Context: an optimization exercise on an open-source flow, tuned for small area and a short achievable clock period. The choices shown serve that exercise and are no tape-out recipe. The RTL was checked by simulation tests, not by an equivalence proof against the original design. Power figures rest on the tool's default switching activity, not on a simulated workload.

$ cat design.v
`timescale 1ns / 1ps
module xcore (
      input             clk,
      input             rst,
      output reg [8:0]  pc,
      input [31:0]      instruction,
      output            ram_sel,
      output            ram_we,
      output [8:0]      ram_addr,
      output [31:0]     ram_wdata,
      input [31:0]      ram_rdata,
      output            trap
      );
   reg [31:0] regA, regB;
   reg [2:0]  regC;
   reg [31:0] regf [0:15];
   wire [3:0] op = instruction[31:28];
   wire op_sub  = op == 4'd2;
   wire op_shft = op == 4'd3;
   wire op_and  = op == 4'd4;
   wire op_xor  = op == 4'd5;
   wire op_ldih = op == 4'd7;
   wire alu     = op[3:1] == 3'b000 || op[3:1] == 3'b001 || op[3:1] == 3'b010;   
   wire load    = op == 4'd6 || op == 4'd7 || op == 4'd8 || op == 4'd10;
   wire store   = op == 4'd9 || op == 4'd11;
   wire branch  = op[3:2] == 2'b11;
   wire immop   = op == 4'd0 || op == 4'd3 || op == 4'd6 || op == 4'd7;
   wire busop   = op == 4'd1 || op == 4'd2 || op == 4'd4 || op == 4'd5 || op[3:2] == 2'b10;
   wire viab    = op[3:1] == 3'b101;   
   wire sumop   = !(op_shft || op_and || op_xor || store);   
   function [4:0] dec;    
      input [9:0] a;
      reg hi;
      begin
         hi = a[9] && a[8:5] == 4'd0;
         dec = {a[9] && !hi || hi && a[4] && a[3:1] != 3'd0,
                hi && !a[4], hi && a[4:0] == 5'd16, hi && a[4:0] == 5'd17, hi};
      end
   endfunction
   wire [4:0] di = dec(instruction[9:0]);
   wire [4:0] dh = dec(regA[9:0]);
   wire [4:0] db = dec(regB[9:0]);
   assign ram_sel   = viab ? !regB[9] : busop && !instruction[9];
   assign trap      = viab ? db[4] : busop && di[4];
   assign ram_we    = store;
   assign ram_addr  = viab ? regB[8:0] : instruction[8:0];
   assign ram_wdata = regA;
   wire is_rf = viab ? db[3] : di[3];
   wire is_rb = viab ? db[2] : op_ldih ? dh[2] : di[2];
   wire is_rc = viab ? db[1] : op_ldih ? dh[1] : di[1];
   wire [31:0] imm = op_ldih ? {instruction[15:0], regA[15:0]} : {{4{instruction[27]}}, instruction[27:0]};
   wire [3:0]  ra = viab ? regB[3:0] : instruction[3:0];
   wire [31:0] m0 = ra[3] ? (ra[2] ? regf[12] : regf[8]) : (ra[2] ? regf[4] : regf[0]);
   wire [31:0] m1 = ra[3] ? (ra[2] ? regf[13] : regf[9]) : (ra[2] ? regf[5] : regf[1]);
   wire [31:0] m2 = ra[3] ? (ra[2] ? regf[14] : regf[10]) : (ra[2] ? regf[6] : regf[2]);
   wire [31:0] m3 = ra[3] ? (ra[2] ? regf[15] : regf[11]) : (ra[2] ? regf[7] : regf[3]);
   wire [31:0] rf_rd = ra[1] ? (ra[0] ? m3 : m2) : (ra[0] ? m1 : m0);
   wire s_imm = immop && !is_rb && !is_rc;
   wire s_ram = ram_sel;
   wire s_rf  = busop && is_rf;
   wire [31:0] operand = ({32{is_rb}} & regB) | ({32{is_rc}} & {29'd0, regC}) |
                         ({32{s_imm}} & imm) | ({32{s_ram}} & ram_rdata) |
                         ({32{s_rf}} & rf_rd) | {32{branch}};
   wire [31:0] aa = load ? 32'd0 : (op_sub ? ~regA : regA);
   wire [31:0] p  = aa ^ operand;
   wire [31:0] g  = aa & operand;
   reg  [31:0] gk, pk;
   integer l, j;
   always @* begin
      gk = g;
      pk = p;
      for (l = 1; l < 32; l = l * 2)
        for (j = 31; j >= l; j = j - 1) begin
           gk[j] = gk[j] | (pk[j] & gk[j-l]);
           pk[j] = pk[j] & pk[j-l];
        end
   end
   wire [31:0] c = {gk[30:0], 1'b0};    
   wire [31:0] ps = p ^ {32{op_sub}};
   wire shl = is_rb ? regB[31] : !is_rc && instruction[27];    
   reg [31:0] e;
   always @* begin
      if (op_shft)
        e = shl ? {regA[30:0], 1'b0} : {regA[31], regA[31:1]};
      else if (op_and)
        e = g;
      else if (op_xor)
        e = p;
      else
        e = regA;
   end
   wire [31:0] x0 = sumop ? ps : e;
   wire [31:0] x1 = sumop ? ~ps : e;
   wire [31:0] nA;
   genvar k;
   generate for (k = 0; k < 32; k = k + 1) begin : sel
      assign nA[k] = c[k] ? x1[k] : x0[k];
   end endgenerate
   wire fx = op_sub ? ~(aa[31] & operand[31]) : (aa[31] | operand[31]);
   wire [2:0] fa0 = {ps[31], 2'b00};
   wire [2:0] fa1 = {~ps[31], ~fx, fx};
   wire [2:0] farith = c[31] ? fa1 : fa0;
   reg  [2:0] flags;
   always @* begin
      if (op_shft)
        flags = shl ? {regA[30], regA[31] ^ regA[30], regA[31]} : {regA[31], 2'b00};
      else if (op_and)
        flags = {g[31], 2'b00};
      else if (op_xor)
        flags = {p[31], 2'b00};
      else
        flags = farith;
   end
   wire a_zero = regA == 32'd0;
   wire taken = branch && (op[1] ? !a_zero : a_zero);
   always @(posedge clk, posedge rst)
     if (rst) begin
        pc <= 9'd0;
        regA <= 32'd0;
        regB <= 32'd0;
        regC <= 3'd0;
     end else begin
        pc <= taken ? (op[0] ? regB[8:0] : instruction[8:0]) : pc + 9'd1;
        regA <= nA;
        if (alu)
          regC <= flags;
        if (store && is_rb)
          regB <= regA;
     end
   always @(posedge clk)
     if (store && is_rf)
       regf[ra] <= regA;
endmodule
$ cat run.sh
#!/bin/bash
# synth_recipe.tcl (not shown) runs the flow's synth.tcl, then flattens the netlist and writes it again
# the make line also repeats each setting of config.mk as NAME=value (left out here)
make -C /OpenROAD-flow-scripts/flow DESIGN_CONFIG=/design/flow/config.mk WORK_HOME=/design/flow/orfs CLKGATE_MAP_FILE= SYNTH_SCRIPT=/design/flow/synth_recipe.tcl finish
$ cat constraint.sdc
create_clock -name core_clock -period 8.5 [get_ports {clk}]
set_input_delay 1.7000 -clock core_clock [delete_from_list [all_inputs] [get_ports {clk}]]
set_output_delay 1.7000 -clock core_clock [all_outputs]
set_load 0.01 [all_outputs]
$ cat config.mk
export PLATFORM = sky130hd
export DESIGN_NAME = xcore
export DESIGN_NICKNAME = xcore
export VERILOG_FILES = /design/flow/design.v
export SDC_FILE = /design/flow/constraint.sdc
export NUM_CORES = 4
export LEC_CHECK = 0
export ABC_AREA = 1
export CAP_MARGIN = 20
export CORE_MARGIN = 2
export CORE_UTILIZATION = 55
export SETUP_SLACK_MARGIN = 4.0
export SLEW_MARGIN = 20
export TNS_END_PERCENT = 5
==> flow_summary.ini, run 1 <==
[setup_path]
cp.arrival_ns = 5.38
crit_path_end_kind = register
start_kind = input pin
path_class = in2reg
crit_buf_inv = 8
slowest_stage = nand4_1
cpLargestDelayFamily = simple AND/OR/NAND/NOR gates
crit_top_cell = nand2_2
crit_fanout = 8
cp_data_required_time_ns = 9.06
cpPeakStageDelay_ns = 0.35

[route]
drt-pass1-iter-count = 6
final_antenna_net_count = 0
drc_errors = 0
routed-via-count = 23700
viasPerCell = 6.49
wl_um = 108000
dr.first_iter.drc_count = 3424
wl_per_cell_um = 29.5

[grt]
antenna_found_initial = 2
top_usage_layer = met2
grt_max_degree = 68
met3_usage_pct = 8.21
grt-ovfl-total = 0
grtUsageMet1_pct = 53.9
track_usage_pct = 40.6
grt_pass1_vias = 22800
use_met2_pct = 63.4
grt_pass1_wl_um = 154000

[placement]
gp_congestion = 0.988
dp_cells = 3405
placed_area_sq_um = 29700
dpl.hpwl_um = 62400
io_buffers = 118

[yosys]
syn_area_sq_um = 27800
syn_inst = 2695
ys_ff_latch = 588
avgSynthCellArea_sq_um = 10.3
ys_seq_area_share_pct = 62.1
synth_cell_types = 56
synthArstFlopShare_pct = 12.9
syn_nets = 2797
synth_ff_type = edfxtp_1
synth_edf_count = 512
yosysWarnings = 1

[sta]
skew_ns = 0.0114
fmax_mhz = 207
hold_viol = 0
setup_viol = 0
timing.final.crit_share_pct = 56.8
slew_violations = 0
rsz0062_at_grt = yes
period_minus_slack_ns = 4.82
worst_pin_slew_ns = 1.17
whs_ns = 0.490
slew_headroom_pct = 21.8
setup_tns_ns = 0

[layout]
final_area_sq_um = 35100
register_area_sq_um = 17300
multi_input_area_sq_um = 11000
final_nets = 3036
drive_above_1_share_pct = 20.2
syn2layout_area_growth_pct = 26.3
diodes = 0
fillers = 3690
layout.cells.non_filler = 3656

[power_and_ir_drop]
net-switching-power_w = 0.00366
p_int_w = 0.00640
powerDensity_nw_per_um2 = 286
swShare_pct = 36.4
seqPwrFrac_pct = 42.1
peakVddDrop_mv = 0.197
p_clk_share_pct = 26.2
combPwrFrac_pct = 31.6
power.leakage_nw = 13.0

[floorplanning]
start_util_pct = 55.5
ios = 119
rows = 82
die_area_sq_um = 52400
die_h_um = 229
core_area_sq_um = 50100
die_x_um = 229

[clock_network]
cts_sinks = 588
clock_latency_ns = 0.64
cts_tree = done
ctsHoldBuffers = 0
clockBufferDepth = 3
cts_max_level = 2
path_clk_slew_ns = 0.06
cts_buffers = 59
cts-root-buf = clkbuf_16

[worst_hold_path]
hold_class = reg2reg

[run_status]
outcome = no timing/DRC/antenna violations

[job]
max-cap-violations = 0
==> timing repair <==
action,4_1_cts,5_1_grt
pin swaps,125,39
cloned,26,2
resized for setup,473,48
setup buffers,95,16
setup endpoints to repair,548,97
==> final cells by class <==
class,count,area share (%)
clock inverter,40,1.06
inverter,147,1.88
timing repair inverter,7,0.200
timing repair buffer,302,9.41
multi-input combinational,1829,31.3
sequential,588,49.2
clock buffer,71,4.54
tap,672,2.39
==> synth_stat cells, drive strengths merged, types with 2 or more instances <==
library cell,number,area share (%)
nand2,523,7.2
edfxtp,512,55
nor2,422,5.8
o21ai,161,2.9
o22ai,153,3.4
inv,147,2.0
a21oi,135,2.5
nand3,116,2.2
buf,88,1.9
dfrtp,76,6.8
o22a,52,1.6
clkbuf,50,0.68
xor2,42,1.3
ha,36,1.6
nor3,35,0.65
nand4,33,0.74
o221ai,29,0.91
a211oi,15,0.41
and2,8,0.18
o211ai,8,0.22
o21a,8,0.22
nor4,6,0.14
xnor2,6,0.19
a31oi,4,0.090
nand3b,4,0.11
o21bai,4,0.11
o31ai,4,0.11
a21o,3,0.081
or2,3,0.068
a32o,2,0.072
o2111ai,2,0.063
or4,2,0.068
==> cell families after synthesis <==
group                    after synthesis  share of synthesized area, %
XOR/XNOR                              48                          1.51
buffers and inverters                285                          4.61
AND/OR/NAND/NOR                     1154                          17.2
multiplexers                           1                        0.0360
AO/OA/AOI/OAI                        583                          12.8
flip-flops                           588                          62.1
adder cells (fa/ha/maj)               36                          1.62
==> layer usage <==
| layer | wire (um) | share of wire, % |
|---|---|---|
| met2 | 48900 | 45 |
| met4 | 6690 | 6.2 |
| met3 | 13000 | 12 |
| met5 | 0 | 0 |
| met1 | 39200 | 36 |
==> tightest hold or removal path: cells and delay by family, from the launching register on <==
family,cells,cell delay [ns]
DFF,1,0.35
AOI/OAI and AO/OA,1,0.06
and+or+nand+nor,1,0.05
==> power by group through the flow <==
| stage | registers [W] | logic, W | clock network (W) |
|---|---|---|---|
| 6_report | 0.00424 | 0.00318 | 0.00264 |
| 5_1_grt | 0.00425 | 0.00337 | 0.00276 |
| 3_5_place_dp | 0.00426 | 0.00237 | 0 |
| 2_1_floorplan | 0.00409 | 0.00135 | 0 |
| 4_1_cts | 0.00420 | 0.00301 | 0.00265 |
| 3_3_place_gp | 0.00425 | 0.00237 | 0 |
==> path summary, 6_finish.rpt <==
check | to | slack, ns | depth (start not counted) | startpoint
max reg2reg | regC[2]$_DFFE_PP0P_ | 4.13 | 22 | regA[4]$_DFF_PP0_
min | regB[12]$_DFFE_PP0P_ | 0.49 | 2 | regB[12]$_DFFE_PP0P_
max | regA[23]$_DFF_PP0_ | 3.68 | 26 | instruction[30]
min in group asynchronous | pc[5]$_DFF_PP0_ | 1.28 | 2 | rst
min reg2reg | regB[12]$_DFFE_PP0P_ | 0.49 | 2 | regB[12]$_DFFE_PP0P_
max in group asynchronous | regA[23]$_DFF_PP0_ | 6.27 | 3 | rst
==> flip-flops by register name (all words and copies together), names as in the netlist, named ones only <==
name  count
regA     31
regB     32
regC      3
regf    512
pc        9
==> stage by stage <==
stage | utilization [%] | total power [W] | setup slack, ns
6_report | 70.1 | 0.0101 | 3.68
5_1_grt | 70.1 | 0.0104 | 3.57
4_1_cts | 69.3 | 0.00986 | 3.85
3_5_place_dp | 59.4 | 0.00663 | 1.39
3_3_place_gp | 59.4 | 0.00661 | 1.41
2_1_floorplan | - | 0.00544 | 3.66
==> placed cells by master (no fill, tap or decap), drive strengths merged, types with 95 or more instances in the layout <==
| cell type | netlist | final |
|---|---|---|
| nor2 | 422 | 422 |
| edfxtp | 512 | 512 |
| o22ai | 153 | 153 |
| nand3 | 116 | 117 |
| a21oi | 135 | 135 |
| nand2 | 523 | 529 |
| o21ai | 161 | 161 |
| inv | 147 | 153 |
| clkdlybuf4s50 | 0 | 95 |
| buf | 88 | 185 |
==> inputs of run 2 (changes only) <==
--- a/config.mk
+++ b/config.mk
@@ -11,3 +11,3 @@
 export CORE_UTILIZATION = 55
-export SETUP_SLACK_MARGIN = 4.0
+export SETUP_SLACK_MARGIN = 3.0
 export SLEW_MARGIN = 20
==> flow_summary.ini, run 2 <==
[run_status]
outcome = no timing/DRC/antenna violations

[route]
wl_met1_um = 38300
wl_met3_um = 11200
final_antenna_net_count = 0
viasPerCell = 6.40
wl_per_cell_um = 28.6
dr.first_iter.drc_count = 2973
routed-via-count = 22800
wl_um = 102000
routed-wl-met2_um = 46800
drt-pass1-iter-count = 6
drc_errors = 0
maxUsedRoutingLayer = met5

[worst_hold_path]
min_from = regB[25]$_DFFE_PP0P_
hold_path_end = regB[25]$_DFFE_PP0P_
hold_class = reg2reg
whs_path_depth = 2

[grt]
antenna_found_initial = 4
grt_pass1_wl_um = 144000
track_usage_pct = 37.6
grt_pass1_vias = 21700
grt_max_degree = 68
grt-ovfl-total = 0

[power_and_ir_drop]
power_w = 0.00944
peakVddDrop_mv = 0.193
power.leakage_nw = 12.1
powerDensity_nw_per_um2 = 288

[setup_path]
path_class = in2out
cp_data_required_time_ns = 6.80
r2r_start = regA[4]$_DFF_PP0_
reg2reg_to = regA[26]$_DFF_PP0_
crit_path_end_kind = output port
crit_fanout = 15
start_kind = input pin
r2r_cells = 21
cp.arrival_ns = 3.68
rrSetupSlack_ns = 3.77

[sta]
worst_pin_slew_ns = 1.13
slew_violations = 0
whs_ns = 0.490
setup_tns_ns = 0
slew_headroom_pct = 24.8
hold_viol = 0
period_minus_slack_ns = 5.38
fmax_mhz = 186
rsz0062_at_grt = no
timing.final.crit_share_pct = 63.3
skew_ns = 0.0175
setup_viol = 0

[layout]
final_common_cell = edfxtp_1
top_regs = regf: 512 flops, regB: 32 flops, regA: 31 flops
layout.cells.non_filler = 3565
syn2layout_area_growth_pct = 17.8
drive_above_1_share_pct = 11.3
layout_common_cells = edfxtp_1, nand2_1, nor2_1
regMostFlops = regf
diodes = 0
largest_reg_flops = 512
final_nets = 2945

[clock_network]
cts-root-buf = clkbuf_16
cts_buffers = 59
path_clk_slew_ns = 0.06
clock_latency_ns = 0.64
cts_max_level = 2
cts_sinks = 588
ctsHoldBuffers = 0
cts_tree = done
clockBufferDepth = 3

[floorplanning]
ios = 119
start_util_pct = 55.5
die_h_um = 229
die_x_um = 229
rows = 82
die_area_sq_um = 52400
core_area_sq_um = 50100

[yosys]
yosys.area.top_type = edfxtp_1
yosysWarnings = 1
synth_top_area_share_pct = 55.3
syn_area_sq_um = 27800
syn_nets = 2797
synth_cell_types = 56
synthTopCellsByArea = edfxtp_1, nand2_1, dfrtp_1
synth_most_common_cell = nand2_1
synth_edf_count = 512
ys_ff_latch = 588
syn_inst = 2695
synthArstFlopShare_pct = 12.9
avgSynthCellArea_sq_um = 10.3
yosys-top-cells-count = nand2_1, edfxtp_1, nor2_1
synth_ff_type = edfxtp_1
ys_seq_area_share_pct = 62.1

[placement]
dpl.hpwl_um = 62400
dp_cells = 3405
gp_congestion = 0.988
io_buffers = 118

[job]
max-cap-violations = 0
==> run 2: cell count changes in the layout (fill, tap and decap cells not counted), moves of 28 or more <==
cell | before | now
o21ai_0 | 105 | 135
buf_4 | 125 | 75
nand2_2 | 55 | 16
ha_4 | 30 | 2
nand2_1 | 443 | 501
==> run 2: worst max path at each step <==
stage,slack (ns),startpoint,end,cells past startpoint
after detailed placement,1.39,instruction[29],regA[18]$_DFF_PP0_,24
after CTS,2.84,instruction[30],regC[2]$_DFFE_PP0P_,27
after global routing,3.01,instruction[31],ram_sel,12
after floorplan,3.66,instruction[29],regf[4][0]$_DFFE_PP_,9
after global placement,1.41,instruction[29],regC[2]$_DFFE_PP0P_,26
final,3.12,instruction[31],ram_sel,12
==> run 2: cell families (layout without fill, tap and decap cells) <==
family	count (synthesis)	after routing	synth area share, %
buffers and inverters	285	478	4.61
flip-flops	588	588	62.1
multiplexers	1	1	0.0360
AO/OA/AOI/OAI	583	583	12.8
XOR/XNOR	48	48	1.51
adder cells (fa/ha/maj)	36	36	1.62
AND/OR/NAND/NOR	1154	1159	17.2
==> run 2: timing repair <==
item	in CTS	in global routing
pin swaps	7	22
gates resized for setup	50	82
buffers inserted	18	15
gates cloned	6	8
setup endpoints to repair	67	30
==> run 2: area by class of cell <==
class	count	area, sq um
Clock buffer	71	1590
Clock inverter	40	372
Fill cell	3977	17300
Inverter	147	641
Multi-Input combinational cell	1827	9750
Sequential cell	588	17300
Tap cell	672	841
Timing Repair Buffer	217	2250
Timing Repair inverter	3	25.0
==> run 2: metrics by stage <==
stage	setup WS, ns	area (sq um)	utilization, %
finish	3.12	32700	65.4
global route	3.01	32700	65.4
CTS	2.84	32200	64.2
detailed placement	1.39	29700	59.4
global placement	1.41	29700	59.4
floorplan	3.66	27800	-
==> run 2: power breakdown <==
| part | total, W | switching, W | internal [W] | leakage [nW] |
|---|---|---|---|---|
| registers | 0.00423 | 0.000558 | 0.00367 | 5.54 |
| logic | 0.00258 | 0.00167 | 0.000903 | 5.62 |
| clock network | 0.00264 | 0.00114 | 0.00149 | 0.973 |
==> run 2: worst max-delay path, cell delays in order <==
cell and delay (ns):
clkbuf_4 0.21, inv_1 0.07, nand2_2 0.10, nor2_4 0.05, buf_12 0.13, inv_6 0.14
nand2_2 0.12, o21ai_1 0.14, nand3_2 0.18, nand3_4 0.17, clkinvlp_4 0.16, clkdlybuf4s50_1 0.51
==> run 2: per-layer routing <==
| metal | global-route usage (%) | vias up |
|---|---|---|
| li1 | - | 9906 |
| met1 | 49.5 | 11100 |
| met2 | 60.0 | 1527 |
| met3 | 7.77 | 287 |
| met4 | 18.1 | 6 |
| met5 | 0 | - |
==> inputs of run 3 (changes only) <==
--- a/config.mk
+++ b/config.mk
@@ -11,4 +11,4 @@
 export CORE_UTILIZATION = 55
-export SETUP_SLACK_MARGIN = 3.0
+export SETUP_SLACK_MARGIN = 3.8
 export SLEW_MARGIN = 20
-export TNS_END_PERCENT = 5
+export TNS_END_PERCENT = 100
==> flow_summary.ini, run 3 <==
[setup_path]
crit_top_cell = nand2_1
crit_path_end_kind = register
crit_buf_inv = 7
slowest_stage = ha_4
rrSetupSlack_ns = 4.15
cp_data_required_time_ns = 9.01
start_kind = input pin
cpPeakStageDelay_ns = 0.34
crit_fanout = 9
cpLargestDelayFamily = simple AND/OR/NAND/NOR gates
cp.arrival_ns = 5.32
path_class = in2reg

[clock_network]
cts-root-buf = clkbuf_16
cts_tree = done
path_clk_slew_ns = 0.07
cts_sinks = 588
clockBufferDepth = 3
cts_max_level = 2
clock_latency_ns = 0.66
cts_buffers = 60

[placement]
gp_congestion = 1.00
dp_cells = 3412
dpl.hpwl_um = 63400
io_buffers = 118

[layout]
final_common_cell = edfxtp_1
regMostFlops = regf
final_nets = 3042
diodes = 0
top_regs = regf: 512 flops, regB: 32 flops, regA: 31 flops
syn2layout_area_growth_pct = 26.3
layout_common_cells = edfxtp_1, nand2_1, nor2_1
largest_reg_flops = 512
layout.cells.non_filler = 3662
drive_above_1_share_pct = 20.3

[grt]
grt-ovfl-total = 0
grt_pass1_wl_um = 152000
grt_pass1_vias = 22700
grt_max_degree = 66
track_usage_pct = 39.9
antenna_found_initial = 3

[yosys]
synthArstFlopShare_pct = 12.9
yosysWarnings = 1
ys_ff_latch = 588
ys_seq_area_share_pct = 62.1
synthTopCellsByArea = edfxtp_1, nand2_1, dfrtp_1
syn_inst = 2695
synth_ff_type = edfxtp_1
syn_nets = 2797
yosys-top-cells-count = nand2_1, edfxtp_1, nor2_1
synth_top_area_share_pct = 55.3
avgSynthCellArea_sq_um = 10.3
yosys.area.top_type = edfxtp_1
synth_edf_count = 512
synth_cell_types = 56
synth_most_common_cell = nand2_1
syn_area_sq_um = 27800

[sta]
slew_violations = 0
hold_viol = 0
fmax_mhz = 208
rsz0062_at_grt = yes
setup_viol = 0
period_minus_slack_ns = 4.81
timing.final.crit_share_pct = 56.6
worst_pin_slew_ns = 1.18
skew_ns = 0.0459
setup_tns_ns = 0
slew_headroom_pct = 20.9

[run_status]
outcome = no timing/DRC/antenna violations

[power_and_ir_drop]
seqPwrFrac_pct = 42.1
peakVddDrop_mv = 0.197
net-switching-power_w = 0.00365
combPwrFrac_pct = 31.8
powerDensity_nw_per_um2 = 285
swShare_pct = 36.5
p_int_w = 0.00636
p_clk_share_pct = 26.1
power.leakage_nw = 13.0

[route]
final_antenna_net_count = 0
drt-pass1-iter-count = 6
routed-via-count = 23700
viasPerCell = 6.46
wl_um = 108000
wl_per_cell_um = 29.5
dr.first_iter.drc_count = 3274
drc_errors = 0

[floorplanning]
start_util_pct = 55.5
rows = 82
die_h_um = 229
core_area_sq_um = 50100
die_x_um = 229
ios = 119
die_area_sq_um = 52400

[job]
max-cap-violations = 0

[worst_hold_path]
hold_class = reg2reg
## run 3: metrics by stage
stage | utilization (%) | hold slack, ns | area, sq um | total power (W) | worst slack, ns
after global placement | 59.5 | 0.469 | 29800 | 0.00662 | 1.58
final | 70.2 | 0.497 | 35100 | 0.0100 | 3.69
after global routing | 70.2 | 0.526 | 35100 | 0.0103 | 3.62
after CTS | 67.5 | 0.494 | 33800 | 0.00958 | 3.70
after detailed placement | 59.7 | 0.478 | 29900 | 0.00664 | 1.47
after floorplan | - | 0.453 | 27800 | 0.00544 | 3.66
## run 3: repair_timing
item                       CTS  global route
resized for setup          271           227
pin swaps                   58           105
hold buffers                 0             0
buffers inserted            60            51
setup endpoints to repair  537            70
cloned                      22             5
## run 3: logic make-up after synthesis
kind of cell               after synthesis  share of synthesized area, %
and+or+nand+nor                       1154                          17.2
DFF                                    588                          62.1
AOI/OAI and AO/OA                      583                          12.8
buffers and inverters                  285                          4.61
xor gates and xnor gates                48                          1.51
adders and majority gates               36                          1.62
muxes                                    1                        0.0360
## run 3: worst paths after layout
path	to	cells after the start	startpoint
setup / recovery	regA[27]$_DFF_PP0_	25	instruction[31]
hold / removal	regB[13]$_DFFE_PP0P_	2	regB[13]$_DFFE_PP0P_
setup reg to reg	regA[27]$_DFF_PP0_	21	regA[3]$_DFF_PP0_
hold reg to reg	regB[13]$_DFFE_PP0P_	2	regB[13]$_DFFE_PP0P_
max in group asynchronous	regA[26]$_DFF_PP0_	3	rst
min in group asynchronous	pc[4]$_DFF_PP0_	2	rst
## run 3: worst register-to-register path: stages (launching register included)
cell and delay, ns:
dfrtp_1 0.64, inv_1 0.38, nand2_1 0.12, nor2_1 0.29
nand3_1 0.12, nand3_1 0.15, nand2_4 0.12, nand3_4 0.16
buf_12 0.13, a21oi_1 0.08, nor2_1 0.47, nand2_2 0.15
ha_4 0.34, nand2_1 0.10, nor2_2 0.10, inv_2 0.09
nor3_4 0.17, nand4_1 0.20, nand2_1 0.11, nand2_1 0.06
a21oi_2 0.16, a21oi_1 0.07
## run 3: cell type report
class / instances / area (sq um)
flip-flops and latches: 588 / 17300
repair buffers: 309 / 3420
repair inverters: 6 / 56.3
well taps: 672 / 841
fillers: 3650 / 14900
inverters: 147 / 654
clock inverters: 35 / 339
clock buffers: 77 / 1600
multi-input cells: 1828 / 10900
## run 3: metal layers
metal  part of all wire, %  track usage, %  wire length (um)
met5                     0               0                 0
met4                   5.6            19.0              5990
met2                    46            63.8             49500
met1                    37            53.3             39500
met3                    12            7.19             12900
## run 3: power groups by stage
stage | logic (W) | registers (W) | clock network, W
2_1_floorplan | 0.00135 | 0.00409 | 0
3_3_place_gp | 0.00239 | 0.00423 | 0
3_5_place_dp | 0.00240 | 0.00424 | 0
4_1_cts | 0.00279 | 0.00418 | 0.00261
5_1_grt | 0.00337 | 0.00423 | 0.00272
6_report | 0.00318 | 0.00421 | 0.00261
==> inputs of run 4 (changes only) <==
--- a/config.mk
+++ b/config.mk
@@ -11,4 +11,4 @@
 export CORE_UTILIZATION = 55
-export SETUP_SLACK_MARGIN = 3.8
+export SETUP_SLACK_MARGIN = 3.5
 export SLEW_MARGIN = 20
-export TNS_END_PERCENT = 100
+export TNS_END_PERCENT = 5
==> flow_summary.ini, run 4 <==
[sta]
hold_viol = 0
slew_headroom_pct = 22.6
skew_ns = 0.0149
fmax_mhz = 201
rsz0062_at_grt = yes
setup_viol = 0
slew_violations = 0
timing.final.crit_share_pct = 58.6
worst_pin_slew_ns = 1.16
setup_tns_ns = 0
period_minus_slack_ns = 4.98

[yosys]
avgSynthCellArea_sq_um = 10.3
yosys.area.top_type = edfxtp_1
yosysWarnings = 1
synthArstFlopShare_pct = 12.9
syn_inst = 2695
synth_ff_type = edfxtp_1
synth_most_common_cell = nand2_1
syn_area_sq_um = 27800
ys_ff_latch = 588
synth_top_area_share_pct = 55.3
ys_seq_area_share_pct = 62.1
yosys-top-cells-count = nand2_1, edfxtp_1, nor2_1
synthTopCellsByArea = edfxtp_1, nand2_1, dfrtp_1
syn_nets = 2797
synth_edf_count = 512
synth_cell_types = 56

[job]
max-cap-violations = 0

[setup_path]
start_kind = input pin
rrSetupSlack_ns = 4.07
r2r_cells = 22
crit_path_end_kind = register
crit_start = instruction[30]
r2r_start = regA[4]$_DFF_PP0_
cp.arrival_ns = 5.50
reg2reg_to = regC[2]$_DFFE_PP0P_
crit_fanout = 14
path_class = in2reg
cp_data_required_time_ns = 9.02
endpoint = regA[27]$_DFF_PP0_

[placement]
gp_congestion = 0.988
io_buffers = 118
dp_cells = 3405
dpl.hpwl_um = 62400

[power_and_ir_drop]
swShare_pct = 35.8
power.leakage_nw = 12.5
powerDensity_nw_per_um2 = 287
seqPwrFrac_pct = 43.9
p_clk_share_pct = 27.4
p_int_w = 0.00618
combPwrFrac_pct = 28.7
net-switching-power_w = 0.00345
peakVddDrop_mv = 0.194

[clock_network]
cts_sinks = 588
path_clk_slew_ns = 0.06
cts_buffers = 59
cts_tree = done
cts-root-buf = clkbuf_16
ctsHoldBuffers = 0
cts_max_level = 2
clockBufferDepth = 3
clock_latency_ns = 0.64

[layout]
layout_common_cells = edfxtp_1, nand2_1, nor2_1
top_regs = regf: 512 flops, regB: 32 flops, regA: 31 flops
drive_above_1_share_pct = 14.9
layout.cells.non_filler = 3600
largest_reg_flops = 512
final_nets = 2979
final_common_cell = edfxtp_1
fin_util_pct = 67.0
syn2layout_area_growth_pct = 20.7
regMostFlops = regf

[floorplanning]
die_area_sq_um = 52400
core_area_sq_um = 50100
die_h_um = 229
rows = 82
start_util_pct = 55.5
die_x_um = 229
ios = 119

[route]
wl_um = 104000
wl_per_cell_um = 28.9
drc_errors = 0
drt-pass1-iter-count = 6
dr.first_iter.drc_count = 3392
final_antenna_net_count = 0
viasPerCell = 6.42
routed-via-count = 23100

[grt]
antenna_found_initial = 2
grt_max_degree = 68
grt_pass1_vias = 22100
grt-ovfl-total = 0
track_usage_pct = 39.1
grt_pass1_wl_um = 149000

[run_status]
outcome = no timing/DRC/antenna violations

[worst_hold_path]
hold_class = reg2reg
-- run 4: cell count changes in the layout (fill, tap and decap cells not counted), sizes merged, moves of 3 or more --
cell           before  now
buf               189  127
clkbuf             83   73
clkdlybuf4s50      97  100
dlygate4sd2        10    3
dlymetal6s2s        3   10
inv               145  152
-- run 4: cell type report --
type	instances	area, sq um
sequential	588	17300
antenna	1	2.50
tap	672	841
timing repair inverter	6	53.8
multi-input combinational	1827	10200
inverter	147	643
clock inverter	40	372
fill	3912	16500
timing repair buffer	248	2610
clock buffer	71	1590
-- run 4: metrics by stage --
stage                     hold slack, ns  worst slack [ns]  area, sq um  power [W]
after floorplan                    0.453              3.66        27800    0.00544
after global placement             0.470              1.41        29700    0.00661
after detailed placement           0.475              1.39        29700    0.00663
after CTS                          0.491              3.36        33000    0.00944
after global routing               0.518              3.39        33600    0.00995
final                              0.490              3.52        33600    0.00963
-- run 4: kinds of logic after synthesis --
group / synth area share (%)
xor gates and xnor gates: 1.51
buffers and inverters: 4.61
DFF: 62.1
adders and majority gates: 1.62
AOI/OAI and AO/OA: 12.8
and+or+nand+nor: 17.2
muxes: 0.0360
-- run 4: repair_timing --
| item | CTS | global route |
|---|---|---|
| pin swaps | 20 | 33 |
| setup buffers | 47 | 16 |
| gates cloned | 17 | 1 |
| gates resized for setup | 174 | 91 |
| endpoints found under the hold margin | 0 | 0 |
| setup endpoints to repair | 397 | 39 |
-- run 4: worst min path at each step --
stage | slack (ns) | cells after the start | endpoint | from
global placement | 0.47 | 2 | regB[15]$_DFFE_PP0P_ | regB[15]$_DFFE_PP0P_
finish | 0.49 | 2 | regB[25]$_DFFE_PP0P_ | regB[25]$_DFFE_PP0P_
floorplan | 0.45 | 2 | regB[10]$_DFFE_PP0P_ | regB[10]$_DFFE_PP0P_
detailed placement | 0.47 | 2 | regB[12]$_DFFE_PP0P_ | regB[12]$_DFFE_PP0P_
CTS | 0.49 | 2 | regB[12]$_DFFE_PP0P_ | regB[12]$_DFFE_PP0P_
global route | 0.52 | 2 | regB[13]$_DFFE_PP0P_ | regB[13]$_DFFE_PP0P_
-- run 4: worst max-delay path: stages --
cell	delay, ns
clkbuf_2	0.14
inv_4	0.11
nand3_4	0.20
inv_4	0.12
nand2_1	0.08
nand2_4	0.15
inv_8	0.08
nor2_4	0.15
bufinv_16	0.23
bufbuf_16	0.30
o22ai_1	0.10
o21ai_0	0.09
and2_1	0.17
nand3_2	0.15
nand2_1	0.13
ha_4	0.28
a21o_1	0.23
a21oi_2	0.14
nand2_2	0.13
buf_4	0.16
nand2_1	0.06
nand2_2	0.12
nand4_1	0.15
nand3_1	0.09
a21oi_1	0.16
a21oi_1	0.06
-- run 4: routing by layer --
layer	vias to the layer above	GRT usage, %	wire (um)
met5	-	0	0
met1	11200	52.2	38800
met3	303	7.73	11800
met4	0	20.6	6240
li1	9991	-	-
met2	1627	61.0	47100
-- run 4: power groups by stage --
stage	Clock [W]	Sequential, W	Combinational, W
2_1_floorplan	0	0.00409	0.00135
3_3_place_gp	0	0.00425	0.00237
3_5_place_dp	0	0.00426	0.00237
4_1_cts	0.00265	0.00420	0.00259
5_1_grt	0.00275	0.00425	0.00295
6_report	0.00264	0.00423	0.00276
==> inputs of run 5 (changes only) <==
--- a/config.mk
+++ b/config.mk
@@ -11,2 +11,3 @@
 export CORE_UTILIZATION = 55
+export CTS_BUF_LIST = sky130_fd_sc_hd__clkbuf_8
 export SETUP_SLACK_MARGIN = 3.5
==> flow_summary.ini, run 5 <==
[route]
wl_per_cell_um = 28.8
wl_um = 105000
final_antenna_net_count = 0
dr.first_iter.drc_count = 3475
viasPerCell = 6.46
routed-via-count = 23700
drt-pass1-iter-count = 6
drc_errors = 0

[sta]
hold_viol = 0
slew_violations = 0
finalWorstSetupSlack_ns = 3.43
setup_tns_ns = 0
worst_pin_slew_ns = 1.16
rsz0062_at_grt = yes
setup_viol = 0
timing.final.crit_share_pct = 59.6
fmax_mhz = 197
period_minus_slack_ns = 5.07
skew_ns = 0.0335
whs_ns = 0.491
slew_headroom_pct = 22.8

[setup_path]
path_class = in2out
cp.arrival_ns = 3.37
path_cells = buf_4 > inv_1 > nand2_2 > nor2_4 > buf_12 > inv_6 > nand2_2 > o21ai_2 > nand3_2 > nand3_4 > clkinvlp_4 > dlygate4sd2_1
cp_data_required_time_ns = 6.80
start_kind = input pin
cpLargestDelayFamily = buffers and inverters
crit_buf_inv = 6
crit_top_cell = nand2_2
r2r_cells = 23
crit_fanout = 15
path_depth = 12
cpPeakStageDelay_ns = 0.32
crit_path_end_kind = output port
slowest_stage = dlygate4sd2_1

[grt]
antenna_found_initial = 4
grt_pass1_vias = 22300
grt-ovfl-total = 0
grt_pass1_wl_um = 148000
grt_max_degree = 68
track_usage_pct = 39.1

[yosys]
synthTopCellsByArea = edfxtp_1, nand2_1, dfrtp_1
syn_inst = 2695
synth_edf_count = 512
synth_top_area_share_pct = 55.3
syn_area_sq_um = 27800
yosys-top-cells-count = nand2_1, edfxtp_1, nor2_1
synth_cell_types = 56
synth_most_common_cell = nand2_1
synth_ff_type = edfxtp_1
syn_nets = 2797
avgSynthCellArea_sq_um = 10.3
ys_ff_latch = 588
yosys.area.top_type = edfxtp_1
synthArstFlopShare_pct = 12.9
ys_seq_area_share_pct = 62.1
yosysWarnings = 1

[placement]
gp_congestion = 0.988
io_buffers = 118
pre_cts_ws_ns = 1.39
dpl.hpwl_um = 62400
placed_area_sq_um = 29700

[floorplanning]
core_area_sq_um = 50100
die_area_sq_um = 52400
die_h_um = 229
rows = 82
die_x_um = 229
ios = 119
start_util_pct = 55.5

[power_and_ir_drop]
power_w = 0.00946
power.leakage_nw = 12.5
powerDensity_nw_per_um2 = 280
peakVddDrop_mv = 0.270

[clock_network]
cts_sinks = 588
clockBufferDepth = 3
path_clk_slew_ns = 0.06
cts_max_level = 3
cts-root-buf = clkbuf_8
cts_tree = done
ctsHoldBuffers = 0
clock_latency_ns = 0.70
cts_buffers = 92

[layout]
final_common_cell = edfxtp_1
final_nets = 3019
largest_reg_flops = 512
diodes = 0
layout_common_cells = edfxtp_1, nand2_1, nor2_1
fillers = 3912
drive_above_1_share_pct = 16.1
syn2layout_area_growth_pct = 21.4
regMostFlops = regf
top_regs = regf: 512 flops, regB: 32 flops, regA: 31 flops
final_area_sq_um = 33700

[run_status]
outcome = no timing/DRC/antenna violations

[worst_hold_path]
whs_path_depth = 2
hold_class = reg2reg

[job]
max-cap-violations = 0
run 5: changes by cell type in the layout (fill, tap and decap cells not counted), sizes merged:
| cell | previous run | this run |
|---|---|---|
| buf | 127 | 129 |
| bufbuf | 5 | 3 |
| bufinv | 7 | 5 |
| clkbuf | 73 | 109 |
| clkdlybuf4s15 | 1 | 0 |
| clkdlybuf4s50 | 100 | 109 |
| clkinv | 29 | 30 |
| clkinvlp | 5 | 4 |
| diode | 1 | 0 |
| dlymetal6s2s | 10 | 2 |
| inv | 152 | 181 |
| nand2 | 527 | 528 |
run 5: kinds of logic (layout without fill, tap and decap cells):
family / count (synthesis) / count (layout) / share of synthesized area [%]
XOR/XNOR: 48 / 48 / 1.51
adder cells (fa/ha/maj): 36 / 36 / 1.62
AND/OR/NAND/NOR: 1154 / 1160 / 17.2
buffers and inverters: 285 / 575 / 4.61
flip-flops: 588 / 588 / 62.1
multiplexers: 1 / 1 / 0.0360
AO/OA/AOI/OAI: 583 / 583 / 12.8
run 5: repair_timing:
item	in CTS	in global routing
gates cloned	15	8
setup buffers	29	37
pin swaps	25	53
setup endpoints to repair	349	40
resized for setup	154	140
run 5: area by class of cell:
cell class / instances / area [sq um] / share of cell area [%]
well taps: 672 / 841 / 2.49
clock buffers: 103 / 1420 / 4.20
repair buffers: 252 / 2700 / 8.01
inverters: 147 / 643 / 1.91
multi-input cells: 1828 / 10400 / 30.8
flip-flops and latches: 588 / 17300 / 51.2
clock inverters: 65 / 384 / 1.14
repair inverters: 8 / 78.8 / 0.234
run 5: metrics by stage:
stage,cells,util (%)
3_3_place_gp,3405,59.4
2_1_floorplan,2695,-
5_1_grt,3663,67.4
3_5_place_dp,3405,59.4
6_report,3663,67.4
4_1_cts,3617,65.1
run 5: power breakdown:
| part | internal [W] | leakage [nW] | switching, W | total (W) |
|---|---|---|---|---|
| Clock | 0.00121 | 1.04 | 0.00114 | 0.00235 |
| Combinational | 0.00107 | 5.96 | 0.00180 | 0.00287 |
| Sequential | 0.00367 | 5.54 | 0.000561 | 0.00423 |
run 5: worst register-to-register path, stage by stage (launching register included):
cell	delay [ns]
dfrtp_1	0.99
nand2_1	0.13
nor2_1	0.39
nand3_1	0.22
nand3_1	0.13
nand2_2	0.12
nand3_4	0.14
buf_6	0.21
a21oi_1	0.06
nor2_1	0.32
nand2_2	0.13
ha_4	0.26
buf_4	0.15
a21oi_4	0.19
inv_1	0.07
a21oi_2	0.17
o21ai_2	0.10
nand2b_4	0.18
nand2_1	0.07
nand2_1	0.11
nand2_1	0.09
nand2_1	0.05
nor2_1	0.10
a21oi_1	0.05
run 5: final timing paths:
check | start | endpoint | slack (ns)
hold / removal | regB[12]$_DFFE_PP0P_ | regB[12]$_DFFE_PP0P_ | 0.49
hold reg to reg | regB[12]$_DFFE_PP0P_ | regB[12]$_DFFE_PP0P_ | 0.49
setup reg to reg | regA[4]$_DFF_PP0_ | regA[17]$_DFF_PP0_ | 3.98
max in group asynchronous | rst | regB[16]$_DFFE_PP0P_ | 6.34
min in group asynchronous | rst | pc[0]$_DFF_PP0_ | 1.24
setup / recovery | instruction[31] | ram_sel | 3.43
run 5: layer usage:
| layer | global-route usage [%] | wire length, um |
|---|---|---|
| met5 | 0 | 0 |
| met1 | 51.8 | 38700 |
| met3 | 8.48 | 12600 |
| met4 | 20.8 | 6450 |
| met2 | 60.7 | 47800 |
==> inputs of run 6 (changes only) <==
==> flow/run.sh (new file) <==
#!/bin/bash
# The standard ORFS layout (standard.sh), with extra ORFS settings:
# plain buffers on the ports, power/area recovery after global routing,
# and no dummy loads in the clock tree. make's output goes to flow_make.log;
# each ORFS step keeps its own log under orfs/logs/.
set -euo pipefail
bash standard.sh \
  "BUFFER_PORTS_ARGS=-buffer_cell sky130_fd_sc_hd__buf_2" \
  "RECOVER_POWER=100" \
  "CTS_ARGS=-sink_clustering_enable -repair_clock_nets -dont_use_dummy_load" \
  finish > flow_make.log 2>&1
==> standard.sh (new file) <==
#!/bin/bash
# synth_recipe.tcl (not shown) runs the flow's synth.tcl, then flattens the netlist and writes it again
# the make line also repeats each setting of config.mk as NAME=value (left out here)
make -C /OpenROAD-flow-scripts/flow DESIGN_CONFIG=/design/flow/config.mk WORK_HOME=/design/flow/orfs CLKGATE_MAP_FILE= SYNTH_SCRIPT=/design/flow/synth_recipe.tcl "${@:-finish}"
--- a/config.mk
+++ b/config.mk
@@ -11,3 +11,2 @@
 export CORE_UTILIZATION = 55
-export CTS_BUF_LIST = sky130_fd_sc_hd__clkbuf_8
 export SETUP_SLACK_MARGIN = 3.5
removed: run.sh
==> flow_summary.ini, run 6 <==
[clock_network]
cts_tree = done
ctsHoldBuffers = 0
cts_buffers = 59
clockBufferDepth = 3
clock_latency_ns = 0.64
path_clk_slew_ns = 0.06
cts-root-buf = clkbuf_16
cts_sinks = 588
cts_max_level = 2

[sta]
setup_tns_ns = 0
slew_violations = 173
period_minus_slack_ns = 6.54
hold_viol = 0
skew_ns = 0.0702
slew_headroom_pct = -94.3
setup_viol = 0
timing.final.crit_share_pct = 76.9
worst_pin_slew_ns = 2.92
whs_ns = 0.483
fmax_mhz = 153
rsz0062_at_grt = yes
finalWorstSetupSlack_ns = 1.96

[yosys]
synthAdderAreaFrac_pct = 1.62
syn_inst = 2695
synthArstFlopShare_pct = 12.9
ys_seq_area_share_pct = 62.1
synthTopCellsByArea = edfxtp_1, nand2_1, dfrtp_1
synthXorXnorAreaFrac_pct = 1.51
synth_most_common_cell = nand2_1
synth_ff_type = edfxtp_1
synth_edf_count = 512
yosys-top-cells-count = nand2_1, edfxtp_1, nor2_1
yosys.area.top_type = edfxtp_1
synth_top_area_share_pct = 55.3
yosysWarnings = 1
syn_nets = 2797
yosys.area_share.simple_pct = 17.2
synth_mux_area_share_pct = 0.0360
synth_compound_area_share_pct = 12.8
ys_ff_latch = 588
avgSynthCellArea_sq_um = 10.3
synth_top_family_by_area = simple AND/OR/NAND/NOR gates
syn_area_sq_um = 27800
synth_cell_types = 56

[grt]
grt_max_degree = 50
grt_pass1_wl_um = 148000
grt-ovfl-total = 0
antenna_found_initial = 5
grt_pass1_vias = 21800
track_usage_pct = 38.7

[placement]
pre_cts_ws_ns = 1.70
dp_cells = 3412
dpl.hpwl_um = 62400
io_buffers = 118
gp_congestion = 1.02

[run_status]
outcome = complete, but fails checks
failed_checks = capacitance limit, slew limit

[power_and_ir_drop]
peakVddDrop_mv = 0.232
power.leakage_nw = 11.9
powerDensity_nw_per_um2 = 282

[setup_path]
cpPeakStageDelay_ns = 1.69
start_kind = input pin
cp.arrival_ns = 6.69
slowest_stage = clkbuf_1
cp_data_required_time_ns = 8.65
reg2reg_to = regA[22]$_DFF_PP0_
path_class = in2reg
cpLargestDelayFamily = buffers and inverters
r2r_cells = 22
crit_fanout = 27
r2r_start = regA[1]$_DFF_PP0_
rrSetupSlack_ns = 2.68
path_cells = clkbuf_4 > clkinvlp_2 > nand3_1 > o21ai_0 > clkdlybuf4s25_1 > nor2_1 > clkbuf_1 > nand4_1 > nor2_1 > clkbuf_1
crit_buf_inv = 5
crit_path_end_kind = register

[job]
max-cap-violations = 5

[route]
wl_per_cell_um = 29.9
viasPerCell = 6.53
final_antenna_net_count = 0
drt-pass1-iter-count = 5
wl_um = 106000
routed-via-count = 23200
drc_errors = 0
dr.first_iter.drc_count = 3179

[floorplanning]
die_x_um = 229
core_area_sq_um = 50100
ios = 119
rows = 82
die_area_sq_um = 52400
die_h_um = 229
start_util_pct = 55.5

[worst_hold_path]
hold_class = reg2reg
hold_path_end = regB[25]$_DFFE_PP0P_
min_from = regB[25]$_DFFE_PP0P_
whs_path_depth = 2

[layout]
drive_above_1_share_pct = 15.4
register_area_sq_um = 17300
multi_input_area_sq_um = 10300
largest_reg_flops = 512
top_regs = regf: 512 flops, regB: 32 flops, regA: 31 flops
fillers = 4069
final_common_cell = edfxtp_1
regMostFlops = regf
layout_common_cells = edfxtp_1, nand2_1, nor2_1
fin_util_pct = 64.9
syn2layout_area_growth_pct = 16.9
layout.cells.non_filler = 3559
final_nets = 2988
-- run 6: changes by cell type in the layout (fill, tap and decap cells not counted), moves of 9 or more --
cell             previous run  this run
buf_6                      10         1
nand2_1                   473       485
buf_2                       1        68
nor2_1                    371       380
buf_4                      93        77
clkbuf_1                    0        69
clkbuf_8                  103         0
nand2_2                    42        30
clkbuf_16                   4        65
clkdlybuf4s50_1           109         0
inv_1                     160       134
clkinv_2                    9         0
clkinv_1                   17         0
-- run 6: report_power, final --
part           internal, W  switching, W
Sequential         0.00368      0.000478
Combinational     0.000895       0.00189
Clock              0.00121       0.00101
Total              0.00578       0.00337
-- run 6: repair_timing --
item                                   in CTS  in global routing
setup endpoints to repair                  33                 27
cloned                                     12                 13
buffers inserted                           38                 22
pin swaps                                  19                 41
endpoints found under the hold margin       0                  0
gates resized for setup                   101                182
-- run 6: layer usage --
metal | vias to the layer above | wire [um] | share of wire [%] | GRT usage, %
met5 | - | 0 | 0 | 0
met4 | 0 | 5060 | 4.8 | 16.5
met3 | 315 | 11600 | 11 | 7.16
met2 | 1538 | 49500 | 47 | 62.3
met1 | 11400 | 40200 | 38 | 52.0
li1 | 9962 | - | - | -
-- run 6: worst max-delay path by stage --
stage / slack [ns] / to / depth (start not counted) / startpoint
3_3_place_gp: 1.62 / regC[2]$_DFFE_PP0P_ / 27 / instruction[28]
3_5_place_dp: 1.70 / regC[2]$_DFFE_PP0P_ / 27 / instruction[28]
2_1_floorplan: 3.66 / regf[4][0]$_DFFE_PP_ / 9 / instruction[29]
4_1_cts: 3.46 / regA[29]$_DFF_PP0_ / 26 / instruction[30]
5_1_grt: 1.73 / regC[2]$_DFFE_PP0P_ / 26 / instruction[30]
6_report: 1.96 / regf[13][14]$_DFFE_PP_ / 10 / instruction[30]
-- run 6: kinds of logic after synthesis --
kind of cell	count (synthesis)
and+or+nand+nor	1154
adders and majority gates	36
muxes	1
DFF	588
AOI/OAI and AO/OA	583
xor gates and xnor gates	48
buffers and inverters	285
-- run 6: layout make-up --
type	count	area share (%)
inverter	147	1.99
timing repair inverter	8	0.258
multi-input combinational	1833	31.7
antenna	3	0.0231
clock buffer	59	4.54
timing repair buffer	249	5.77
sequential	588	53.2
tap	672	2.59
-- run 6: worst min-delay path, stage by stage, from the launching register on --
cell and delay (ns):
dfrtp_1 0.34, nand2_1 0.05, o21ai_0 0.05
-- run 6: through the flow --
step           power, W  cell area [sq um]
6_report        0.00915              32500
5_1_grt         0.00947              32500
4_1_cts         0.00882              31600
3_5_place_dp    0.00654              29200
3_3_place_gp    0.00651              29200
2_1_floorplan   0.00544              27800
==> inputs of run 7 (changes only) <==
==> flow/run.sh (replaced) <==
#!/bin/bash
# The standard ORFS layout (standard.sh), with extra ORFS settings:
# plain buffers on the ports and no dummy loads in the clock tree.
# make's output goes to flow_make.log; each ORFS step keeps its own log
# under orfs/logs/.
set -euo pipefail
bash standard.sh \
  "BUFFER_PORTS_ARGS=-buffer_cell sky130_fd_sc_hd__buf_2" \
  "CTS_ARGS=-sink_clustering_enable -repair_clock_nets -dont_use_dummy_load -buf_list sky130_fd_sc_hd__clkbuf_8 -sink_clustering_size 18 -sink_clustering_max_diameter 60" \
  finish > flow_make.log 2>&1
==> flow_summary.ini, run 7 <==
[run_status]
outcome = no timing/DRC/antenna violations

[layout]
top_regs = regf: 512 flops, regB: 32 flops, regA: 31 flops
syn2layout_area_growth_pct = 14.0
largest_reg_flops = 512
layout.cells.non_filler = 3543
final_common_cell = edfxtp_1
final_nets = 2973
final_area_sq_um = 31700
fin_util_pct = 63.3
layout_common_cells = edfxtp_1, nand2_1, nor2_1
drive_above_1_share_pct = 17.0
regMostFlops = regf

[sta]
rsz0062_at_grt = yes
hold_viol = 0
slew_violations = 0
worst_pin_slew_ns = 1.05
finalWorstSetupSlack_ns = 3.54
fmax_mhz = 201
setup_tns_ns = 0
timing.final.crit_share_pct = 58.4
skew_ns = 0.0981
slew_headroom_pct = 29.9
period_minus_slack_ns = 4.96
setup_viol = 0

[yosys]
synth_ff_type = edfxtp_1
syn_area_sq_um = 27800
syn_nets = 2797
synthArstFlopShare_pct = 12.9
ys_seq_area_share_pct = 62.1
ys_ff_latch = 588
yosysWarnings = 1
synth_top_area_share_pct = 55.3
synth_most_common_cell = nand2_1
yosys-top-cells-count = nand2_1, edfxtp_1, nor2_1
avgSynthCellArea_sq_um = 10.3
synth_edf_count = 512
syn_inst = 2695
yosys.area.top_type = edfxtp_1
synthTopCellsByArea = edfxtp_1, nand2_1, dfrtp_1
synth_cell_types = 56

[setup_path]
start_kind = input pin
cp_data_required_time_ns = 9.02
crit_fanout = 22
r2r_cells = 25
crit_path_end_kind = register
cp.arrival_ns = 5.48
path_class = in2reg

[job]
max-cap-violations = 0

[clock_network]
cts_buffers = 46
clock_latency_ns = 0.71
path_clk_slew_ns = 0.06
cts_tree = done
cts-root-buf = clkbuf_8
cts_max_level = 2
cts_sinks = 588
clockBufferDepth = 3
ctsHoldBuffers = 0

[route]
wl_um = 105000
drc_errors = 0
final_antenna_net_count = 0
routed-via-count = 23000
drt-pass1-iter-count = 9
wl_per_cell_um = 29.6
dr.first_iter.drc_count = 3188
viasPerCell = 6.50

[grt]
grt_max_degree = 50
grt_pass1_vias = 21600
grt-ovfl-total = 0
track_usage_pct = 38.5
grt_pass1_wl_um = 147000
antenna_found_initial = 4

[placement]
pre_cts_ws_ns = 1.70
io_buffers = 118
gp_congestion = 1.02
placed_area_sq_um = 29200
dpl.hpwl_um = 62400
dp_cells = 3412

[floorplanning]
ios = 119
rows = 82
die_area_sq_um = 52400
start_util_pct = 55.5
die_x_um = 229
core_area_sq_um = 50100
die_h_um = 229

[worst_hold_path]
whs_path_depth = 2
hold_class = reg2reg

[power_and_ir_drop]
power.leakage_nw = 11.7
powerDensity_nw_per_um2 = 261
peakVddDrop_mv = 0.220
## run 7: power breakdown
part / switching [W] / internal (W) / total [W]
registers: 0.000478 / 0.00367 / 0.00415
logic: 0.00184 / 0.000892 / 0.00273
clock network: 0.000898 / 0.000484 / 0.00138
total: 0.00321 / 0.00504 / 0.00826
## run 7: final timing paths
path | start | end | slack [ns]
worst max-delay path | instruction[30] | regC[2]$_DFFE_PP0P_ | 3.54
worst min-delay path | regB[25]$_DFFE_PP0P_ | regB[25]$_DFFE_PP0P_ | 0.48
min in group asynchronous | rst | regA[16]$_DFF_PP0_ | 1.14
worst min register to register | regB[25]$_DFFE_PP0P_ | regB[25]$_DFFE_PP0P_ | 0.48
max in group asynchronous | rst | pc[2]$_DFF_PP0_ | 6.16
worst max register to register | regA[3]$_DFF_PP0_ | regC[2]$_DFFE_PP0P_ | 3.97
## run 7: timing repair
item,4_1_cts,5_1_grt
cloned,12,10
setup buffers,29,32
pin swaps,16,34
endpoints found under the setup margin,33,27
resized for setup,88,137
## run 7: cell type report
cell class / count / area [sq um]
Inverter: 147 / 661
Sequential cell: 588 / 17300
Timing Repair inverter: 6 / 58.8
Fill cell: 4128 / 18400
Timing Repair Buffer: 249 / 2040
Multi-Input combinational cell: 1833 / 10200
Antenna cell: 2 / 5.00
Clock buffer: 46 / 633
Tap cell: 672 / 841
## run 7: stage by stage
step                      total power, W  hold WS, ns
after floorplan                  0.00544        0.453
after global placement           0.00651        0.470
after detailed placement         0.00654        0.473
after CTS                        0.00795        0.487
after global routing             0.00856        0.512
final                            0.00826        0.484
## run 7: cells by family after synthesis
logic type,Yosys count,synth area share [%]
buffers and inverters,285,4.61
and+or+nand+nor,1154,17.2
muxes,1,0.0360
DFF,588,62.1
adders and majority gates,36,1.62
AOI/OAI and AO/OA,583,12.8
xor gates and xnor gates,48,1.51
## run 7: critical path, stage by stage
cell      delay [ns]
clkbuf_4        0.15
clkinv_4        0.08
nor2_4          0.15
nand2_1         0.08
buf_4           0.22
nor2_1          0.18
nand3_1         0.14
nand3_1         0.16
nand2_4         0.12
nand3_4         0.15
buf_4           0.18
a21oi_1         0.06
nor2_2          0.19
nand2_1         0.09
ha_2            0.40
nand2_1         0.15
inv_1           0.12
nand4_1         0.15
nand2_2         0.17
nand2_1         0.08
nand2_2         0.14
nand3_4         0.12
nand2_2         0.11
nand2_1         0.07
nand3_1         0.07
nand3_1         0.09
nand2_1         0.07
inv_1           0.03
## run 7: metal layers
layer  vias to the layer above  global-route usage (%)  share of wire, %
li1                       9921                       -                 -
met1                     11300                    51.9                38
met2                      1510                    61.4                47
met3                       266                    7.71                11
met4                         2                    16.3               4.6
met5                         -                       0             0.012
==> inputs of run 8 (changes only) <==
--- a/flow/run.sh
+++ b/flow/run.sh
@@ -8,3 +8,3 @@
   "BUFFER_PORTS_ARGS=-buffer_cell sky130_fd_sc_hd__buf_2" \
-  "CTS_ARGS=-sink_clustering_enable -repair_clock_nets -dont_use_dummy_load -buf_list sky130_fd_sc_hd__clkbuf_8 -sink_clustering_size 18 -sink_clustering_max_diameter 60" \
+  "CTS_ARGS=-sink_clustering_enable -repair_clock_nets -dont_use_dummy_load -buf_list sky130_fd_sc_hd__clkbuf_8" \
   finish > flow_make.log 2>&1
--- a/config.mk
+++ b/config.mk
@@ -10,3 +10,3 @@
 export CORE_MARGIN = 2
-export CORE_UTILIZATION = 55
+export CORE_UTILIZATION = 62
 export SETUP_SLACK_MARGIN = 3.5
==> flow_summary.ini, run 8 <==
[setup_path]
crit_fanout = 13
r2r_cells = 24
endpoint = regA[21]$_DFF_PP0_
start_kind = input pin
crit_start = instruction[30]
reg2reg_to = regA[26]$_DFF_PP0_
rrSetupSlack_ns = 3.97
cp_data_required_time_ns = 9.04
crit_path_end_kind = register
r2r_start = regA[3]$_DFF_PP0_
path_class = in2reg
cp.arrival_ns = 5.58

[floorplanning]
die_x_um = 216
die_area_sq_um = 46600
die_h_um = 216
ios = 119
core_area_sq_um = 44200
rows = 77
start_util_pct = 62.9

[yosys]
synth_most_common_cell = nand2_1
syn_area_sq_um = 27800
avgSynthCellArea_sq_um = 10.3
synth_edf_count = 512
yosys-top-cells-count = nand2_1, edfxtp_1, nor2_1
yosys.area.top_type = edfxtp_1
syn_nets = 2797
ys_seq_area_share_pct = 62.1
ys_ff_latch = 588
synthTopCellsByArea = edfxtp_1, nand2_1, dfrtp_1
yosysWarnings = 1
synth_ff_type = edfxtp_1
synth_cell_types = 56
synth_top_area_share_pct = 55.3
synthArstFlopShare_pct = 12.9
syn_inst = 2695

[clock_network]
path_clk_slew_ns = 0.05
cts_buffers = 91
cts_max_level = 3
ctsHoldBuffers = 0
clockBufferDepth = 3
cts_sinks = 588
cts_tree = done
clock_latency_ns = 0.68
cts-root-buf = clkbuf_8

[grt]
grt_pass1_wl_um = 141000
grt_max_degree = 52
grt_pass1_vias = 22300
grt-ovfl-total = 0
track_usage_pct = 41.6
antenna_found_initial = 4

[sta]
setup_tns_ns = 0
fmax_mhz = 199
slew_violations = 0
hold_viol = 0
skew_ns = 0.0674
timing.final.crit_share_pct = 59.2
period_minus_slack_ns = 5.03
setup_viol = 0
worst_pin_slew_ns = 1.06
slew_headroom_pct = 29.0
rsz0062_at_grt = yes

[route]
viasPerCell = 6.70
dr.first_iter.drc_count = 3389
wl_per_cell_um = 28.8
routed-via-count = 23400
final_antenna_net_count = 0
drt-pass1-iter-count = 7
drc_errors = 0
wl_um = 100000

[layout]
syn2layout_area_growth_pct = 14.7
largest_reg_flops = 512
regMostFlops = regf
top_regs = regf: 512 flops, regB: 32 flops, regA: 31 flops
final_common_cell = edfxtp_1
layout_common_cells = edfxtp_1, nand2_1, nor2_1
drive_above_1_share_pct = 17.5
final_nets = 2997

[job]
max-cap-violations = 0

[power_and_ir_drop]
p_clk_share_pct = 22.2
power_w = 0.00873
seqPwrFrac_pct = 48.5
peakVddDrop_mv = 0.243
swShare_pct = 37.3
net-switching-power_w = 0.00326
p_int_w = 0.00547
combPwrFrac_pct = 29.3
power.leakage_nw = 11.9
powerDensity_nw_per_um2 = 274

[worst_hold_path]
hold_class = reg2reg

[placement]
dpl.hpwl_um = 58800
gp_congestion = 1.05
io_buffers = 118

[run_status]
outcome = no timing/DRC/antenna violations
==> run 8: cell counts after synthesis <==
No cell type changed its count.
==> run 8: logic make-up after synthesis <==
kind of cell	synth area share, %
XOR/XNOR	1.51
AND/OR/NAND/NOR	17.2
buffers and inverters	4.61
multiplexers	0.0360
AO/OA/AOI/OAI	12.8
flip-flops	62.1
adder cells (fa/ha/maj)	1.62
==> run 8: final cells by class <==
cell class	instances	area [sq um]
Fill cell	3150	12300
Timing Repair Buffer	233	1880
Tap cell	592	741
Timing Repair inverter	5	45.0
Multi-Input combinational cell	1829	10000
Inverter	147	649
Antenna cell	2	5.00
Sequential cell	588	17300
Clock buffer	91	1250
==> run 8: power by group through the flow <==
| stage | clock, W | sequential, W | combinational [W] |
|---|---|---|---|
| 2_1_floorplan | 0 | 0.00409 | 0.00135 |
| 3_5_place_dp | 0 | 0.00425 | 0.00221 |
| 5_1_grt | 0.00204 | 0.00424 | 0.00273 |
| 6_report | 0.00194 | 0.00424 | 0.00256 |
| 4_1_cts | 0.00193 | 0.00419 | 0.00231 |
| 3_3_place_gp | 0 | 0.00423 | 0.00219 |
==> run 8: what timing repair did <==
action,4_1_cts,5_1_grt
gates resized for setup,76,133
setup buffers,28,21
pin swaps,17,37
gates cloned,10,8
endpoints found under the hold margin,0,0
endpoints found under the setup margin,32,29
==> run 8: worst min path at each step <==
| stage | cells past startpoint | startpoint | to | slack, ns |
|---|---|---|---|---|
| floorplan | 2 | regB[10]$_DFFE_PP0P_ | regB[10]$_DFFE_PP0P_ | 0.45 |
| global placement | 2 | regB[15]$_DFFE_PP0P_ | regB[15]$_DFFE_PP0P_ | 0.47 |
| detailed placement | 2 | regB[15]$_DFFE_PP0P_ | regB[15]$_DFFE_PP0P_ | 0.47 |
| CTS | 2 | regB[17]$_DFFE_PP0P_ | regB[17]$_DFFE_PP0P_ | 0.49 |
| global route | 2 | regB[17]$_DFFE_PP0P_ | regB[17]$_DFFE_PP0P_ | 0.50 |
| finish | 2 | regB[17]$_DFFE_PP0P_ | regB[17]$_DFFE_PP0P_ | 0.49 |
==> run 8: stage by stage <==
step	hold WS, ns	instance area (sq um)	setup WS, ns	std cells	util [%]
after floorplan	0.453	27800	3.66	2695	-
after global placement	0.468	29100	2.01	3327	65.7
after CTS	0.486	31000	3.50	3456	70.2
after global routing	0.496	31900	3.32	3486	72.1
final	0.489	31900	3.47	3487	72.1
after detailed placement	0.474	29100	1.98	3327	65.7
==> run 8: routing by layer <==
metal,global-route usage (%),vias up,wire (um)
li1,-,9941,-
met1,54.0,11200,34800
met2,64.9,1867,45700
met3,8.94,396,13300
met4,25.0,4,6490
met5,0,-,17
==> run 8: critical path: stages <==
cell and delay (ns):
buf_2 0.14, clkinv_4 0.09, nand3_4 0.19, buf_4 0.24, nor2_2 0.17, a21oi_4 0.09
nor2_4 0.17, buf_12 0.21, clkinvlp_4 0.10, buf_4 0.20, buf_4 0.17, nor2_1 0.13
nor2_1 0.07, nand3_2 0.16, nand2_1 0.08, ha_2 0.39, nand2_1 0.16, nor2_2 0.18
inv_1 0.08, nor2_1 0.24, nand3_1 0.14, nand2_1 0.14, nand2_1 0.06, inv_1 0.05
nor2_1 0.04, a21oi_1 0.15
==> inputs of run 9 (changes only) <==
--- a/config.mk
+++ b/config.mk
@@ -10,3 +10,3 @@
 export CORE_MARGIN = 2
-export CORE_UTILIZATION = 62
+export CORE_UTILIZATION = 48
 export SETUP_SLACK_MARGIN = 3.5
==> flow_summary.ini, run 9 <==
[run_status]
outcome = no timing/DRC/antenna violations

[layout]
regMostFlops = regf
top_regs = regf: 512 flops, regB: 32 flops, regA: 31 flops
final_common_cell = edfxtp_1
largest_reg_flops = 512
fin_util_pct = 56.9
drive_above_1_share_pct = 20.0
layout_common_cells = edfxtp_1, nand2_1, nor2_1
syn2layout_area_growth_pct = 17.7
final_nets = 3036

[placement]
io_buffers = 118
gp_congestion = 0.987
pre_cts_ws_ns = 1.82
dpl.hpwl_um = 66900

[setup_path]
cp_data_required_time_ns = 9.04
crit_path_end_kind = register
cp.arrival_ns = 5.51
crit_fanout = 8
start_kind = input pin
path_class = in2reg

[grt]
grt_pass1_wl_um = 154000
grt_max_degree = 71
grt-ovfl-total = 0
antenna_found_initial = 4
track_usage_pct = 36.0
grt_pass1_vias = 21900

[floorplanning]
rows = 88
core_area_sq_um = 57500
start_util_pct = 48.4
die_x_um = 245
ios = 119
die_h_um = 245
die_area_sq_um = 59900

[yosys]
yosys-top-cells-count = nand2_1, edfxtp_1, nor2_1
synth_ff_type = edfxtp_1
ys_ff_latch = 588
synth_compound_area_share_pct = 12.8
synthTopCellsByArea = edfxtp_1, nand2_1, dfrtp_1
yosys.area_share.simple_pct = 17.2
synthArstFlopShare_pct = 12.9
syn_nets = 2797
synth_cell_types = 56
synthAdderAreaFrac_pct = 1.62
synth_top_area_share_pct = 55.3
yosys.area.top_type = edfxtp_1
synth_mux_area_share_pct = 0.0360
syn_area_sq_um = 27800
synth_edf_count = 512
synth_top_family_by_area = simple AND/OR/NAND/NOR gates
avgSynthCellArea_sq_um = 10.3
syn_inst = 2695
synth_most_common_cell = nand2_1
yosysWarnings = 1
ys_seq_area_share_pct = 62.1
synthXorXnorAreaFrac_pct = 1.51

[sta]
slew_violations = 0
finalWorstSetupSlack_ns = 3.53
fmax_mhz = 201
setup_tns_ns = 0
slew_headroom_pct = 30.6
hold_viol = 0
worst_pin_slew_ns = 1.04
skew_ns = 0.0666
period_minus_slack_ns = 4.97
rsz0062_at_grt = yes
timing.final.crit_share_pct = 58.5
setup_viol = 0

[power_and_ir_drop]
power_w = 0.00900
peakVddDrop_mv = 0.173
power.leakage_nw = 12.2
powerDensity_nw_per_um2 = 275

[clock_network]
cts_tree = done
cts-root-buf = clkbuf_8
path_clk_slew_ns = 0.05
cts_buffers = 96
cts_sinks = 588
ctsHoldBuffers = 0
cts_max_level = 3
clock_latency_ns = 0.70
clockBufferDepth = 3

[route]
drt-pass1-iter-count = 6
wl_met3_um = 10100
wl_um = 111000
wl_met1_um = 43100
final_antenna_net_count = 0
routed-wl-met2_um = 53200
drc_errors = 0
wl_per_cell_um = 30.0
routed-via-count = 23100
dr.first_iter.drc_count = 2822
maxUsedRoutingLayer = met5
viasPerCell = 6.25

[job]
max-cap-violations = 0

[worst_hold_path]
hold_class = reg2reg
-- run 9: cell type report --
| class | count | area (sq um) |
|---|---|---|
| timing repair inverter | 8 | 76.3 |
| timing repair buffer | 264 | 2230 |
| sequential | 588 | 17300 |
| antenna | 3 | 7.51 |
| inverter | 147 | 637 |
| fill | 5043 | 24800 |
| multi-input combinational | 1829 | 10200 |
| clock buffer | 96 | 1320 |
| tap | 765 | 957 |
-- run 9: worst paths after layout --
kind                                      start                   end  slack, ns  depth (start not counted)
max                             instruction[30]    regA[26]$_DFF_PP0_       3.53                         27
min                        regB[30]$_DFFE_PP0P_  regB[30]$_DFFE_PP0P_       0.48                          2
max reg2reg                   regA[3]$_DFF_PP0_    regA[24]$_DFF_PP0_       4.09                         21
min reg2reg                regB[30]$_DFFE_PP0P_  regB[30]$_DFFE_PP0P_       0.48                          2
max in group asynchronous                   rst    regA[24]$_DFF_PP0_       6.58                          3
min in group asynchronous                   rst       pc[8]$_DFF_PP0_       0.90                          2
-- run 9: critical path: stages --
cell and delay (ns):
buf_2 0.14, clkinv_4 0.08, nand3_4 0.14, buf_6 0.18, o21ai_4 0.24, buf_6 0.15, nor2_4 0.05, bufinv_16 0.25
buf_16 0.16, nor2_1 0.04, nor2_1 0.10, nand2_1 0.08, a21oi_1 0.14, nand4_1 0.32, nand2_1 0.23, ha_4 0.25
a21oi_2 0.20, o21a_1 0.16, nand2_2 0.13, nand2_2 0.09, nand2_2 0.08, nand4_1 0.18, o211ai_1 0.13, nand2_1 0.08
nand2_1 0.05, nand2_1 0.08, nand2_1 0.06
-- run 9: stage by stage --
step | hold slack [ns] | cells | area [sq um]
finish | 0.485 | 3700 | 32700
global route | 0.505 | 3699 | 32700
CTS | 0.488 | 3651 | 31600
detailed placement | 0.475 | 3507 | 29300
global placement | 0.470 | 3507 | 29300
floorplan | 0.453 | 2695 | 27800
-- run 9: routing by layer --
metal | track usage (%) | vias up
li1 | - | 10000
met1 | 48.1 | 11500
met2 | 58.5 | 1377
met3 | 5.40 | 240
met4 | 16.3 | 2
met5 | 0 | -
-- run 9: where the power goes --
group	switching (W)	internal [W]
Sequential	0.000527	0.00367
Combinational	0.00184	0.000953
Clock	0.00102	0.000990
-- run 9: logic make-up after synthesis --
logic type / after synthesis
fa+ha+maj: 36
xor+xnor: 48
compound gates: 583
mux: 1
flops: 588
simple gates: 1154
buf+inv: 285
-- run 9: repair_timing --
action,in CTS,in global routing
resized for setup,108,156
gates cloned,14,10
endpoints found under the setup margin,33,28
setup buffers,34,36
pin swaps,28,46

Setup slack of run 9, layout unchanged: 3.529 ns with ideal ports, 3.515 ns with driving cells assumed (clock clkbuf_16, inputs buf_2), 2.833 ns with port delays also shifted by the 0.728 ns mid clock arrival.
